This is an optimization exercise on Yosys and OpenROAD, whose aim is small area, not a production implementation.
Only simulation tests tie the RTL to the original design; equivalence was not proved.
In every run shown here, the design's own scripts or RTL, not TritonCTS, make the clock network.
The clock port is modelled as an ideal driver, which makes a skipped or thinned clock tree look cheaper than it is; a real chip needs a root buffer or a tree.
Power and IR drop assume default switching activity.

==> design.v <==
`timescale 1ns / 1ps
module tele(
    input clk,
    input rst,
    input startCall,
    input answerCall,
    input endCallCaller,
    input endCallCallee,
    input sendCharCaller,
    input sendCharCallee,
    input [7:0] charSent,
    output [63:0] statusMsg,
    output [63:0] sentMsg,
    output [15:0] cost
    );
reg s0, s1, s2;
reg [3:0] cnt;
reg [15:0] cost_r;
reg [55:0] msg;      
wire idle   = (~s0 & ~s1 & ~s2);
wire ring   = (s0 & ~s2);
wire rej    = (s1 & ~s2);
wire talk   = (~s1 & s2);
wire cst    = (s1 & s2);
wire sel_callee = (~s0);
wire valid = ~charSent[7] & (charSent[6] | charSent[5]);
wire digit = ~charSent[7] & ~charSent[6] & charSent[5] & charSent[4] &
             (~charSent[3] | (~charSent[2] & ~charSent[1]));
wire is127 = (charSent == 8'd127);
wire sendok = talk & (sel_callee ? sendCharCallee : sendCharCaller);
wire shift  = sendok & valid;
wire inc1   = sendok & digit;             
wire inc2   = shift & ~digit;             
wire hangup = endCallCaller | endCallCallee;
wire cnt9 = cnt[3] & cnt[2];
wire cnt4 = cnt[3];
reg [2:0] nx;
always @* begin
    nx = {s2, s1, s0};
    if (idle) begin
        if (startCall) nx = {1'b0,1'b0,1'b1};
    end else if (ring) begin
        if (endCallCaller | cnt9) nx = {1'b0,1'b0,1'b0};
        else if (endCallCallee) nx = {1'b0,1'b1,1'b0};
        else if (answerCall) nx = {1'b1,1'b0,1'b1};
    end else if (rej) begin
        if (cnt9) nx = {1'b0,1'b0,1'b0};
    end else if (talk) begin
        if (hangup) nx = {1'b1,1'b1,1'b0};
        else if (sendok & is127) nx = sel_callee ? {1'b1,1'b0,1'b1} : {1'b1,1'b0,1'b0};
    end else begin  
        if (cnt4) nx = {1'b0,1'b0,1'b0};
    end
end
wire n0 = nx[0], n1 = nx[1], n2 = nx[2];
always @(posedge clk or posedge rst)
    if (rst) begin
        s0 <= 1'b0; s1 <= 1'b0; s2 <= 1'b0;
    end else begin
        s0 <= n0; s1 <= n1; s2 <= n2;
    end
wire cnt_run = (ring & ~endCallCallee) | rej | cst;
always @(posedge clk)
    cnt <= cnt_run ? {cnt[2:0], ~(cnt[3] ^ cnt[0])} : 4'd0;
wire [16:0] cy;
assign cy[1] = inc2 | (inc1 & cost_r[0]);
genvar gi;
generate
    for (gi = 1; gi < 16; gi = gi + 1) begin : g_cy
        assign cy[gi+1] = cy[gi] & cost_r[gi];
    end
endgenerate
wire [15:0] cost_n;
assign cost_n[0] = cost_r[0] ^ inc1;
assign cost_n[15:1] = cost_r[15:1] ^ cy[15:1];
function [6:0] hexg;
    input [3:0] n;
    input c;
    reg p, l6;
    begin
        p = n[2] | n[1];
        l6 = c & n[3] & p;                  
        hexg = {l6, c & ~l6, c & ~l6,
                c & n[3] & ~p,
                c & n[2] & (~n[3] | n[1] | n[0]),
                (c & n[1]) ^ (l6 & ~n[0]),
                (c & n[0]) ^ l6};
    end
endfunction
wire [27:0] hexlo = {hexg(cost_r[15:12], cst), hexg(cost_r[11:8], cst),
                     hexg(cost_r[7:4], cst), hexg(cost_r[3:0], cst)};
wire [27:0] hexhi = {4{1'b0, cst, cst, 4'b0000}};
wire hold = ~(shift | cst);
wire [55:0] msg_n = ({56{shift}} & {msg[48:0], charSent[6:0]}) |
                    {hexhi, hexlo} |
                    ({56{hold}}  & msg);
always @(posedge clk or posedge rst)
    if (rst) begin
        cost_r <= 16'd0;
        msg <= 56'd0;
    end else begin
        cost_r <= cost_n;
        msg <= msg_n;
    end
assign cost = cost_r;
genvar gb;
generate
    for (gb = 0; gb < 8; gb = gb + 1) begin : g_msg
        assign sentMsg[8*gb+7]   = 1'b0;
        assign sentMsg[8*gb+6:8*gb] = msg[7*gb+6:7*gb];
    end
endgenerate
assign statusMsg[0] = 1'b0;
assign statusMsg[1] = 1'b0;
assign statusMsg[2] = (s1 & ~s2);
assign statusMsg[3] = 1'b0;
assign statusMsg[4] = 1'b0;
assign statusMsg[5] = (~s1) | (s2);
assign statusMsg[6] = (s1 & ~s2);
assign statusMsg[7] = 1'b0;
assign statusMsg[8] = (s0 & ~s2) | (s1 & ~s2);
assign statusMsg[9] = (s0 & ~s2);
assign statusMsg[10] = (s0 & ~s2) | (s1 & ~s2);
assign statusMsg[11] = 1'b0;
assign statusMsg[12] = 1'b0;
assign statusMsg[13] = (~s0 & ~s1) | (s2);
assign statusMsg[14] = (s0 & ~s2) | (s1 & ~s2);
assign statusMsg[15] = 1'b0;
assign statusMsg[16] = (~s0 & ~s1 & s2);
assign statusMsg[17] = (s0);
assign statusMsg[18] = (~s0 & ~s1 & s2) | (s0 & ~s2) | (s1 & ~s2);
assign statusMsg[19] = (s0 & ~s2);
assign statusMsg[20] = (s0 & s2) | (s1 & ~s2);
assign statusMsg[21] = (~s0 & ~s1 & ~s2) | (s1 & s2);
assign statusMsg[22] = (s0) | (~s1 & s2) | (s1 & ~s2);
assign statusMsg[23] = 1'b0;
assign statusMsg[24] = (s0) | (~s1 & s2) | (s1 & ~s2);
assign statusMsg[25] = (s1 & ~s2);
assign statusMsg[26] = (~s1 & s2);
assign statusMsg[27] = (s0 & ~s2);
assign statusMsg[28] = 1'b0;
assign statusMsg[29] = (~s0 & ~s1 & ~s2) | (s1 & s2);
assign statusMsg[30] = (s0) | (~s1 & s2) | (s1 & ~s2);
assign statusMsg[31] = 1'b0;
assign statusMsg[32] = (~s2);
assign statusMsg[33] = (s0 & ~s2);
assign statusMsg[34] = 1'b1;
assign statusMsg[35] = (~s1 & s2);
assign statusMsg[36] = (s1 & s2);
assign statusMsg[37] = 1'b0;
assign statusMsg[38] = 1'b1;
assign statusMsg[39] = 1'b0;
assign statusMsg[40] = (s1 & s2);
assign statusMsg[41] = (s0 & ~s2) | (s1);
assign statusMsg[42] = (~s1);
assign statusMsg[43] = (~s1) | (~s2);
assign statusMsg[44] = (s1 & s2);
assign statusMsg[45] = 1'b0;
assign statusMsg[46] = 1'b1;
assign statusMsg[47] = 1'b0;
assign statusMsg[48] = (s0) | (s1) | (s2);
assign statusMsg[49] = (s1 & s2);
assign statusMsg[50] = (~s0 & ~s2) | (s1);
assign statusMsg[51] = (s0 & ~s2) | (s1 & s2);
assign statusMsg[52] = 1'b0;
assign statusMsg[53] = 1'b0;
assign statusMsg[54] = 1'b1;
assign statusMsg[55] = 1'b0;
assign statusMsg[56] = (~s0 & ~s1) | (s2);
assign statusMsg[57] = (s0) | (s1) | (s2);
assign statusMsg[58] = 1'b0;
assign statusMsg[59] = (~s0 & ~s1 & ~s2);
assign statusMsg[60] = (s0 & ~s2) | (s1 & ~s2);
assign statusMsg[61] = 1'b0;
assign statusMsg[62] = 1'b1;
assign statusMsg[63] = 1'b0;
endmodule
==> flow/run.sh <==
#!/bin/bash
# The standard ORFS layout (the standard.sh) with these changes:
#  - synthesis maps the logic with an area-oriented ABC script (flow/abc_area.script);
#    the rest of the synthesis, and so every register, is as in the standard one
#  - every port gets the smallest buffer (buf_1)
#  - the clock tree is flow/manual_cts.tcl: the flip-flops split by placement
#    into 3 groups, each driven by one clkbuf_16 fed from the clock port
#  - constant outputs share their tie cells
#  - no timing repair before placement (REMOVE_ABC_BUFFERS=1; ABC adds no buffers)
# Each step's full output is in orfs/logs/; make's own output in make_flow.log.
set -euo pipefail
here=$(pwd)
rm -rf "$here/scripts"
cp -r "$FLOW_HOME/scripts" "$here/scripts"
cp "$here/flow/abc_area.script" "$here/scripts/abc_area.script"
cp "$here/flow/abc_area.script" "$here/scripts/abc_speed.script"
python3 - "$here/scripts/cts.tcl" "$here/flow/manual_cts.tcl" <<'PY'
import sys
p, m = sys.argv[1], sys.argv[2]
s = open(p).read()
old = "log_cmd clock_tree_synthesis {*}$cts_args"
assert s.count(old) == 1
s = s.replace(old, "source " + m)
open(p, "w").write(s)
PY
export SCRIPTS_DIR="$here/scripts"
export BUFFER_PORTS_ARGS="-buffer_cell sky130_fd_sc_hd__buf_1"
export MCTS_N=3
export MCTS_BUF=sky130_fd_sc_hd__clkbuf_16
export SKIP_REPAIR_TIE_FANOUT=1
export REMOVE_ABC_BUFFERS=1
bash standard.sh > make_flow.log 2>&1
==> flow/abc_area.script <==
strash
&get -n
&st
&dch -f
&nf -a -R 1000
&put
==> flow/manual_cts.tcl <==
# A small clock tree: the flip-flops are split by placement into MCTS_N groups
# of about equal size (halving along x, then y, ...); each group gets one
# clock buffer at its centre, driven straight from the clock port.
set mcts_n [expr {[info exists ::env(MCTS_N)] ? $::env(MCTS_N) : 4}]
set mcts_buf [expr {[info exists ::env(MCTS_BUF)] ? $::env(MCTS_BUF) : "sky130_fd_sc_hd__clkbuf_8"}]
set block [ord::get_db_block]
set db [ord::get_db]
set clk_port [$block findBTerm clk]
set clknet [$clk_port getNet]
set sinks {}
foreach it [$clknet getITerms] {
  set inst [$it getInst]
  set bb [$inst getBBox]
  lappend sinks [list $it [expr {([$bb xMin] + [$bb xMax]) / 2}] [expr {([$bb yMin] + [$bb yMax]) / 2}]]
}
puts "manual CTS: [llength $sinks] sinks, $mcts_n groups of $mcts_buf"
proc mcts_split {items n axis} {
  if {$n <= 1} { return [list $items] }
  set idx [expr {$axis == 0 ? 1 : 2}]
  set s [lsort -integer -index $idx $items]
  set n1 [expr {$n / 2}]
  set k [expr {int(round(double([llength $s]) * $n1 / $n))}]
  set a [lrange $s 0 [expr {$k - 1}]]
  set b [lrange $s $k end]
  return [concat [mcts_split $a $n1 [expr {1 - $axis}]] [mcts_split $b [expr {$n - $n1}] [expr {1 - $axis}]]]
}
set die [$block getDieArea]
set axis [expr {[$die dx] >= [$die dy] ? 0 : 1}]
set groups [mcts_split $sinks $mcts_n $axis]
set master [$db findMaster $mcts_buf]
set i 0
foreach g $groups {
  set sx 0; set sy 0
  foreach s $g { set sx [expr {$sx + [lindex $s 1]}]; set sy [expr {$sy + [lindex $s 2]}] }
  set cx [expr {$sx / [llength $g]}]; set cy [expr {$sy / [llength $g]}]
  set inst [odb::dbInst_create $block $master "clkbuf_m_$i"]
  set net [odb::dbNet_create $block "clknet_m_$i"]
  $net setSigType CLOCK
  foreach s $g {
    set it [lindex $s 0]
    $it disconnect
    $it connect $net
  }
  [$inst findITerm X] connect $net
  [$inst findITerm A] connect $clknet
  $inst setLocation [expr {$cx - [$master getWidth] / 2}] [expr {$cy - [$master getHeight] / 2}]
  $inst setPlacementStatus PLACED
  puts "manual CTS: group $i has [llength $g] sinks, buffer at ($cx, $cy)"
  incr i
}
$clknet setSigType CLOCK
set_propagated_clock [all_clocks]
==> standard.sh <==
#!/bin/bash
# synth_recipe.tcl (not shown) runs the flow's synth.tcl, then flattens the netlist and writes it again
# the make line also repeats each setting of config.mk as NAME=value (left out here)
make -C /OpenROAD-flow-scripts/flow DESIGN_CONFIG=/design/flow/config.mk WORK_HOME=/design/flow/orfs CLKGATE_MAP_FILE= SYNTH_SCRIPT=/design/flow/synth_recipe.tcl "${@:-finish}"
==> config.mk <==
export PLATFORM = sky130hd
export DESIGN_NAME = tele
export DESIGN_NICKNAME = tele
export VERILOG_FILES = /design/flow/design.v
export SDC_FILE = /design/flow/constraint.sdc
export NUM_CORES = 4
export LEC_CHECK = 0
export CAP_MARGIN = 0
export CORE_AREA = 5 5 85 85
export DIE_AREA = 0 0 90 90
export SLEW_MARGIN = 0
==> constraint.sdc <==
create_clock -name core_clock -period 5.0 [get_ports {clk}]
set_input_delay 1.0000 -clock core_clock [delete_from_list [all_inputs] [get_ports {clk}]]
set_output_delay 1.0000 -clock core_clock [all_outputs]
set_load 0.01 [all_outputs]
==> out/metrics.yaml, run 1 <==
global_route:
  grt_usage_pct: 19.6
  grt_pass1_vias: 2676
  antenna_found_initial: 0
  grt_start_max_net_pins: 50
  grt_overflow: 0
  grt_pass1_wl_um: 13800
placement:
  dpl_cell_area_um2: 3810
  gp_congestion: 0.836
  dp_hpwl_um: 5900
  portBuffers: 125
  dp_worst_setup_slack_ns: 0.338
timing:
  clock.fmax_mhz: 224
  worst_slew_pin_slew_ns: 1.08
  setup_violations: 0
  hold_violations: 0
  post-route-period-util_pct: 89.3
  finalMaxSlewViolations: 0
  fin_skew_ns: 0.00756
  relSlewSlack_pct: 28.0
  rsz0062_at_grt: "false"
  fin_setup_tns_ns: 0
  period_minus_slack_ns: 4.46
  setup_slack_ns: 0.536
setup_path:
  crit_buf_inv: 1
  cp_max_fo: 3
  critical_path.max_stage_delay_ns: 0.36
  cp-start-kind: "primary input"
  worstPathArrival_ns: 4.51
  crit_required_ns: 5.05
  crit_slowest_cell: "o21ai_0"
  critPathTopFamily: "adder cells"
  path_class: "primary input to flip-flop"
  cp-end-kind: "flip-flop"
  crit_chain: "buf_1, o21ai_0, nor2_1, ha_1, a21o_1, ha_1, ha_1, ha_1, ha_1, ha_1, ha_1, ha_1, ha_1, ha_1, ha_1, ha_1, ha_1, ha_1, ha_1, xor2_1"
  timing.critical_path.mode_cell: "ha_1"
finish:
  regArea_um2: 1960
  diodes: 0
  drive_gt1_share_pct: 2.04
  area_growth_syn_to_layout_pct: 6.59
  fin_nets: 426
  multi_input_comb_area_um2: 1220
  num-fill-cells: 545
  final_cell_area_um2: 3880
clock_tree:
  post_cts_resized: 0
  cts_hold_buf: 0
  worstSkewPairLatency_ns: 0.16
  post_cts_buffers: 0
  clk_pin_slew_ns: 0.10
logic_synthesis:
  yosys.area.top_type: "dfrtp_1"
  synthCells: 320
  ys.flop_type: "dfrtp_1"
  synth_area_per_cell_um2: 11.4
  synth_edf_count: 0
  ys_warn_count: 1
  synth_most_common_cell: "dfrtp_1"
  yosysSeqAreaShare_pct: 53.7
  ys_seq_elements: 79
  synth_area_leaders: "dfrtp_1, buf_4, a221o_1, ha_1, a22o_1"
  synth_area_um2: 3640
  synth_async_sr_flop_share_pct: 94.9
  synth_cell_type_count: 30
  synth_top_cell_area_share_pct: 51.5
  synthTopCellsByCount: "dfrtp_1, buf_4, nand2_1, a221o_1, nor2_1"
floorplan:
  die_area_um2: 8100
  coreArea_um2: 6280
  die_w_um: 90
  die_y_um: 90
  rows: 29
  start_util_pct: 58.0
  design.portCount: 160
power_and_ir_drop:
  power_density_nw_per_um2: 525
  irDropWorstVdd_uv: 493
  cellLeakagePower_nw: 1.76
routing:
  post_drt_wl_per_cell_um: 17.4
  drtIter0Drc: 122
  via_count: 2715
  dr.pass1.iters: 4
  final_antenna_net_count: 0
  drcViolationCount: 0
  routed_wl_um: 8190
  vias_per_cell: 5.78
run:
  maxCapViolCount: 0
worst_hold_path:
  hp-class: "flip-flop to flip-flop"
status:
  status: "complete, no violations"
worst register-to-register path: cells and delay by family (launching register included):
kind                       cells  cell delay [ns]
AOI/OAI and AO/OA              3             0.41
xor gates and xnor gates       1             0.14
adders and majority gates     15             2.66
buffers and inverters          1             0.17
DFF                            1             0.43
and+or+nand+nor                2             0.30
registers in the layout (all words and copies together), names as in the netlist:
name and flops:
cnt 4, cost_r 16, msg 56, s0 1, s1 1, s2 1
cell type report:
| type | count | share of cell area [%] |
|---|---|---|
| plain buffers | 3 | 1.93 |
| inverters | 14 | 1.35 |
| multi-input cells | 170 | 31.4 |
| flip-flops and latches | 79 | 50.4 |
| well taps | 77 | 2.48 |
| repair buffers | 127 | 12.5 |
path summary, 6_finish.rpt:
path	slack, ns	to	start	depth (start not counted)
worst max-delay path	0.54	cost_r[15]	sendCharCallee	20
worst min-delay path	0.45	cnt[2]	cnt[1]	1
worst max register to register	0.77	cost_r[15]	s1	22
worst min register to register	0.45	cnt[2]	cnt[1]	1
max in group asynchronous	3.07	msg[21]	rst	3
min in group asynchronous	0.96	msg[55]	rst	2
through the flow:
stage / hold WS, ns / std cells / utilization (%) / total power, mW
CTS: 0.458 / 470 / 61.9 / 2.06
global placement: 0.424 / 467 / 60.7 / 1.79
finish: 0.452 / 470 / 61.9 / 2.04
floorplan: 0.414 / 263 / - / 1.43
detailed placement: 0.438 / 467 / 60.7 / 1.79
global route: 0.473 / 470 / 61.9 / 2.19
report_power, final:
part / internal (mW) / switching [mW] / total, mW
clock network: 0.111 / 0.157 / 0.268
logic: 0.283 / 0.583 / 0.866
registers: 0.768 / 0.138 / 0.905
cells in the final DEF (no fill, tap or decap), drive strengths merged, types with 3 or more instances in the layout:
cell type  Yosys  routed
or3            3       3
nor2b          3       3
nor2          22      22
ha            15      15
clkinv        14      13
o311a          5       5
clkbuf         0       3
a22o          20      20
o21ai          5       5
buf           57     127
o22a           8       8
a221o         23      23
nand2         31      31
dfrtp         75      75
nor3           8       8
dfxtp          4       4
a221oi         4       4
xnor2          4       4
logic make-up (layout without fill, tap and decap cells):
logic type / after synthesis / count (layout) / synth area share, %
fa+ha+maj: 15 / 15 / 5.15
simple gates: 73 / 73 / 8.59
buf+inv: 71 / 144 / 13.2
xor+xnor: 6 / 6 / 1.44
other cells: 2 / 2 / 0.206
compound gates: 74 / 74 / 17.7
flops: 79 / 79 / 53.7
routing by layer:
| metal | wire length (um) | global-route usage [%] |
|---|---|---|
| met1 | 3570 | 28.0 |
| met2 | 3960 | 32.2 |
| met3 | 534 | 3.01 |
| met4 | 127 | 3.47 |
| met5 | 0 | 0 |
==> inputs of run 2 (changes only) <==
--- a/flow/run.sh
+++ b/flow/run.sh
@@ -6,3 +6,3 @@
 #  - the clock tree is flow/manual_cts.tcl: the flip-flops split by placement
-#    into 3 groups, each driven by one clkbuf_16 fed from the clock port
+#    into 4 groups, each driven by one clkbuf_8 fed from the clock port
 #  - constant outputs share their tie cells
@@ -27,4 +27,4 @@
 export BUFFER_PORTS_ARGS="-buffer_cell sky130_fd_sc_hd__buf_1"
-export MCTS_N=3
-export MCTS_BUF=sky130_fd_sc_hd__clkbuf_16
+export MCTS_N=4
+export MCTS_BUF=sky130_fd_sc_hd__clkbuf_8
 export SKIP_REPAIR_TIE_FANOUT=1
==> out/metrics.yaml, run 2 <==
setup_path:
  cp-end-kind: "flip-flop"
  timing.critical_path.mode_cell: "ha_1"
  crit_slowest_cell: "o21ai_0"
  worstPathArrival_ns: 4.52
  critPathTopFamily: "adder cells"
  cp_max_fo: 3
  crit_chain: "buf_1, o21ai_0, nor2_1, ha_1, a21o_1, ha_1, ha_1, ha_1, ha_1, ha_1, ha_1, ha_1, ha_1, ha_1, ha_1, ha_1, ha_1, ha_1, ha_1, xor2_1"
  crit_required_ns: 5.06
  path_class: "primary input to flip-flop"
  crit_buf_inv: 1
  critical_path.max_stage_delay_ns: 0.36
  cp-start-kind: "primary input"
finish:
  diodes: 0
  drive_gt1_share_pct: 2.28
  top_register: "msg"
  largest_register_ffs: 56
  area_growth_syn_to_layout_pct: 6.04
  final_cell_area_um2: 3860
  reg_top3: "msg x56, cost_r x16, cnt x4"
  fin_nets: 427
  layout_common_cells: "buf_1, dfrtp_1, nand2_1, a221o_1, nor2_1"
  layout_commonest_cell: "buf_1"
logic_synthesis:
  ys.flop_type: "dfrtp_1"
  yosys.area.top_type: "dfrtp_1"
  ys_seq_elements: 79
  synth_async_sr_flop_share_pct: 94.9
  synthCells: 320
  synthMuxAreaShare_pct: 0
  synth_cell_type_count: 30
  ys_warn_count: 1
  synthTopCellsByCount: "dfrtp_1, buf_4, nand2_1, a221o_1, nor2_1"
  synth_top_cell_area_share_pct: 51.5
  synth_top_family_by_area: "compound AO/OA/AOI/OAI gates"
  yosysSeqAreaShare_pct: 53.7
  synth_area_leaders: "dfrtp_1, buf_4, a221o_1, ha_1, a22o_1"
  synth_most_common_cell: "dfrtp_1"
  synth_compound_area_share_pct: 17.7
  yosys.area_share.xor_xnor_pct: 1.44
  synth_fa_ha_area_share_pct: 5.15
  synth_edf_count: 0
  synth_area_um2: 3640
  synth_area_per_cell_um2: 11.4
  synthSimpleGateAreaFrac_pct: 8.59
clock_tree:
  cts_hold_buf: 0
  post_cts_resized: 0
  clk_pin_slew_ns: 0.12
  post_cts_buffers: 0
  worstSkewPairLatency_ns: 0.17
global_route:
  grt_overflow: 0
  grt_usage_pct: 19.8
  grt_pass1_wl_um: 13900
  grt_start_max_net_pins: 50
  antenna_found_initial: 0
  grt_pass1_vias: 2673
timing:
  hold_violations: 0
  post-route-period-util_pct: 89.1
  worst_slew_pin_slew_ns: 1.08
  finalMaxSlewViolations: 0
  setup_violations: 0
  clock.fmax_mhz: 224
  fin_skew_ns: 0.00914
  relSlewSlack_pct: 27.6
  rsz0062_at_grt: "false"
  period_minus_slack_ns: 4.46
routing:
  via_count: 2725
  routed_wl_um: 8270
  final_antenna_net_count: 0
  vias_per_cell: 5.79
  drtIter0Drc: 124
  dr.pass1.iters: 5
  drcViolationCount: 0
  post_drt_wl_per_cell_um: 17.6
floorplan:
  start_util_pct: 58.0
  die_y_um: 90
  die_w_um: 90
  rows: 29
  die_area_um2: 8100
  design.portCount: 160
  coreArea_um2: 6280
power_and_ir_drop:
  power_frac_seq_pct: 45.1
  irDropWorstVdd_uv: 397
  cellLeakagePower_nw: 1.75
  p_sw_share_pct: 43.9
  power_mw: 2.00
  power_density_nw_per_um2: 519
  clockPowerShare_pct: 11.7
  comb_power_share_pct: 43.2
  power.internal_mw: 1.13
  p_sw_mw: 0.879
placement:
  gp_congestion: 0.836
  dp_hpwl_um: 5900
  dpl_cell_area_um2: 3810
  portBuffers: 125
worst_hold_path:
  hp-class: "flip-flop to flip-flop"
status:
  status: "complete, no violations"
run:
  maxCapViolCount: 0
-- run 2: changes by cell type in the layout (fill, tap and decap cells not counted), sizes merged --
cell / delta
clkbuf: +1
-- run 2: kinds of logic (layout without fill, tap and decap cells) --
logic type	count (synthesis)	in the layout
DFF	79	79
xor gates and xnor gates	6	6
adders and majority gates	15	15
other	2	2
buffers and inverters	71	145
AOI/OAI and AO/OA	74	74
and+or+nand+nor	73	73
-- run 2: stage by stage --
stage	setup TNS (ns)	hold slack, ns	std cells	util, %	worst slack, ns
3_3_place_gp	0	0.424	467	60.7	0.411
3_5_place_dp	0	0.438	467	60.7	0.338
4_1_cts	0	0.461	471	61.6	0.521
2_1_floorplan	-61.55	0.414	263	-	-1.19
6_report	0	0.456	471	61.6	0.544
5_1_grt	0	0.475	471	61.6	0.297
-- run 2: layout make-up --
| cell class | count | area (um^2) |
|---|---|---|
| plain buffers | 4 | 55.1 |
| fillers | 547 | 2410 |
| inverters | 14 | 52.6 |
| multi-input cells | 170 | 1220 |
| flip-flops and latches | 79 | 1960 |
| well taps | 77 | 96.3 |
| repair buffers | 127 | 484 |
-- run 2: path summary, 6_finish.rpt --
check                          startpoint         end  slack [ns]  depth (start not counted)
max                        sendCharCallee  cost_r[15]        0.54                         20
min                                cnt[1]      cnt[2]        0.46                          1
max reg2reg                            s1  cost_r[15]        0.76                         22
min reg2reg                        cnt[1]      cnt[2]        0.46                          1
max in group asynchronous             rst     msg[21]        3.09                          3
min in group asynchronous             rst     msg[53]        0.94                          2
-- run 2: routing by layer --
layer / vias to the layer above / GRT usage [%] / share of wire (%)
met5: - / 0 / 0
met4: 0 / 3.23 / 1.7
met3: 18 / 3.51 / 7.7
met2: 115 / 32.0 / 48
met1: 1324 / 28.4 / 42
li1: 1268 / - / -
-- run 2: power by group through the flow --
stage	logic [mW]	clock network, mW	registers (mW)
5_1_grt	0.963	0.263	0.926
2_1_floorplan	0.496	0	0.930
3_3_place_gp	0.872	0	0.914
4_1_cts	0.880	0.240	0.901
6_report	0.866	0.235	0.903
3_5_place_dp	0.877	0	0.914
==> inputs of run 3 (changes only) <==
--- a/flow/run.sh
+++ b/flow/run.sh
@@ -9,2 +9,3 @@
 #  - no timing repair before placement (REMOVE_ABC_BUFFERS=1; ABC adds no buffers)
+#  - after global routing, gates off the critical paths are downsized (RECOVER_POWER=100)
 # Each step's full output is in orfs/logs/; make's own output in make_flow.log.
@@ -31,2 +32,3 @@
 export REMOVE_ABC_BUFFERS=1
+export RECOVER_POWER=100
 bash standard.sh > make_flow.log 2>&1
==> out/metrics.yaml, run 3 <==
setup_path:
  reg2regPathDepth: 22
  reg2reg_from: "s1"
  cp-end-kind: "flip-flop"
  crit_required_ns: 5.06
  startpoint: "sendCharCallee"
  cp_max_fo: 3
  critPathCapture: "cost_r[15]"
  regToRegEndpoint: "cost_r[15]"
  worstPathArrival_ns: 4.52
  cp-start-kind: "primary input"
  path_class: "primary input to flip-flop"
  rrSetupSlack_ns: 0.75
finish:
  layout_common_cells: "buf_1, dfrtp_1, nand2_1, a221o_1, nor2_1"
  drive_gt1_share_pct: 1.78
  reg_top3: "msg x56, cost_r x16, cnt x4"
  fin_nets: 427
  final_cells: 471
  diodes: 0
  layout_commonest_cell: "buf_1"
  area_growth_syn_to_layout_pct: 5.73
  largest_register_ffs: 56
  top_register: "msg"
  num-fill-cells: 551
  final_cell_area_um2: 3850
  fin_util_pct: 61.4
routing:
  drcViolationCount: 0
  vias_per_cell: 5.80
  dr.pass1.iters: 4
  routed_wl_um: 8320
  via_count: 2730
  final_antenna_net_count: 0
  drtIter0Drc: 108
  post_drt_wl_per_cell_um: 17.7
clock_tree:
  worstSkewPairLatency_ns: 0.17
  cts_hold_buf: 0
  post_cts_resized: 0
  clk_pin_slew_ns: 0.12
  post_cts_buffers: 0
floorplan:
  design.portCount: 160
  rows: 29
  die_w_um: 90
  die_y_um: 90
  die_area_um2: 8100
  coreArea_um2: 6280
  start_util_pct: 58.0
timing:
  period_minus_slack_ns: 4.46
  relSlewSlack_pct: -28.2
  post-route-period-util_pct: 89.3
  fin_skew_ns: 0.00811
  worst_slew_pin_slew_ns: 1.92
  rsz0062_at_grt: "false"
  setup_violations: 0
  clock.fmax_mhz: 224
  hold_violations: 0
  finalMaxSlewViolations: 86
  setup_slack_ns: 0.537
placement:
  dp_hpwl_um: 5900
  portBuffers: 125
  gp_congestion: 0.836
  dp_worst_setup_slack_ns: 0.338
  placed_cells: 467
  dpl_cell_area_um2: 3810
logic_synthesis:
  synthTopCellsByCount: "dfrtp_1, buf_4, nand2_1, a221o_1, nor2_1"
  synth_area_um2: 3640
  ys_seq_elements: 79
  synth_async_sr_flop_share_pct: 94.9
  synth_edf_count: 0
  synth_area_per_cell_um2: 11.4
  yosys.area.top_type: "dfrtp_1"
  synth_top_cell_area_share_pct: 51.5
  synth_cell_type_count: 30
  yosysSeqAreaShare_pct: 53.7
  synthCells: 320
  ys_warn_count: 1
  synth_area_leaders: "dfrtp_1, buf_4, a221o_1, ha_1, a22o_1"
  ys.flop_type: "dfrtp_1"
  synth_most_common_cell: "dfrtp_1"
power_and_ir_drop:
  clockPowerShare_pct: 11.8
  p_sw_share_pct: 43.9
  comb_power_share_pct: 43.1
  power.internal_mw: 1.12
  power_density_nw_per_um2: 520
  irDropWorstVdd_uv: 397
  cellLeakagePower_nw: 1.74
  power_frac_seq_pct: 45.1
  power_mw: 2.00
  p_sw_mw: 0.880
status:
  so_faults: "capacitance limit, slew limit"
  status: "complete, but fails checks"
global_route:
  grt_start_max_net_pins: 50
  grt_pass1_vias: 2673
  antenna_found_initial: 0
  grt_pass1_wl_um: 13900
  grt_overflow: 0
  grt_usage_pct: 19.8
run:
  maxCapViolCount: 2
worst_hold_path:
  hp-class: "flip-flop to flip-flop"
-- run 3: cell counts after synthesis --
Identical to the previous run, type by type.
-- run 3: kinds of logic after synthesis --
group           synth area share, %
flops                          53.7
compound gates                 17.7
simple gates                   8.59
buf+inv                        13.2
fa+ha+maj                      5.15
xor+xnor                       1.44
other cells                   0.206
-- run 3: routing by layer --
metal | part of all wire, % | up-vias | track usage [%]
li1 | - | 1266 | -
met5 | 0 | - | 0
met3 | 7.5 | 17 | 3.51
met4 | 1.8 | 0 | 3.23
met2 | 47 | 103 | 32.0
met1 | 43 | 1344 | 28.4
-- run 3: stage by stage --
stage | TNS [ns] | hold slack [ns]
6_report | 0 | 0.457
4_1_cts | 0 | 0.461
5_1_grt | 0 | 0.475
3_5_place_dp | 0 | 0.438
2_1_floorplan | -61.55 | 0.414
3_3_place_gp | 0 | 0.424
-- run 3: worst min path at each step --
stage,startpoint,to,slack [ns],cells after the start
2_1_floorplan,cnt[1],cnt[2],0.41,1
3_3_place_gp,cnt[1],cnt[2],0.42,1
3_5_place_dp,cnt[1],cnt[2],0.44,1
4_1_cts,cnt[1],cnt[2],0.46,1
5_1_grt,cnt[1],cnt[2],0.48,1
6_report,cnt[1],cnt[2],0.46,1
-- run 3: area by class of cell --
cell class	count	area [um^2]	share of cell area (%)
plain buffers	4	55.1	1.43
inverters	14	52.6	1.36
flip-flops and latches	79	1960	50.8
repair buffers	127	478	12.4
multi-input cells	170	1210	31.5
well taps	77	96.3	2.50
-- run 3: power by group through the flow --
| stage | Sequential, mW | Clock (mW) | Combinational, mW |
|---|---|---|---|
| final | 0.904 | 0.236 | 0.864 |
| after global routing | 0.926 | 0.263 | 0.959 |
| after CTS | 0.901 | 0.240 | 0.880 |
| after detailed placement | 0.914 | 0 | 0.877 |
| after global placement | 0.914 | 0 | 0.872 |
| after floorplan | 0.930 | 0 | 0.496 |
-- run 3: worst max-delay path, cell delays in order --
cell	delay (ns)
buf_1	0.07
o21ai_0	0.37
nor2_1	0.11
ha_1	0.20
a21o_1	0.17
ha_1	0.18
ha_1	0.18
ha_1	0.18
ha_1	0.18
ha_1	0.18
ha_1	0.17
ha_1	0.17
ha_1	0.17
ha_1	0.17
ha_1	0.17
ha_1	0.18
ha_1	0.18
ha_1	0.17
ha_1	0.18
xor2_1	0.14

port drivers added, routing unchanged:
No port has a modelled driver above. Below, the same layouts with a new extraction and two added sets of constraints. Step 1 assumes that a clkbuf_16 drives the clock port and a buf_2 every other input. Step 2, shift: input delay + t, output delay - t, t = (earliest + latest rising clock arrival at the registers) / 2. This alone moves slack from input paths to output paths. a / b / c = ideal ports / drivers / drivers and shift; a / b = the first two.
run	shift t [ns]	setup WS [ns]	worst setup path after step 2	slew at the worst register clock pin (ns)	worst slew at a driven data input, ns
run 1	0.217	0.536 / 0.575 / 0.357	input to register	0.10 / 0.10	0.04
run 2	0.231	0.544 / 0.586 / 0.354	input to register	0.12 / 0.12	0.05
run 3	0.232	0.537 / 0.579 / 0.347	input to register	0.12 / 0.12	0.04
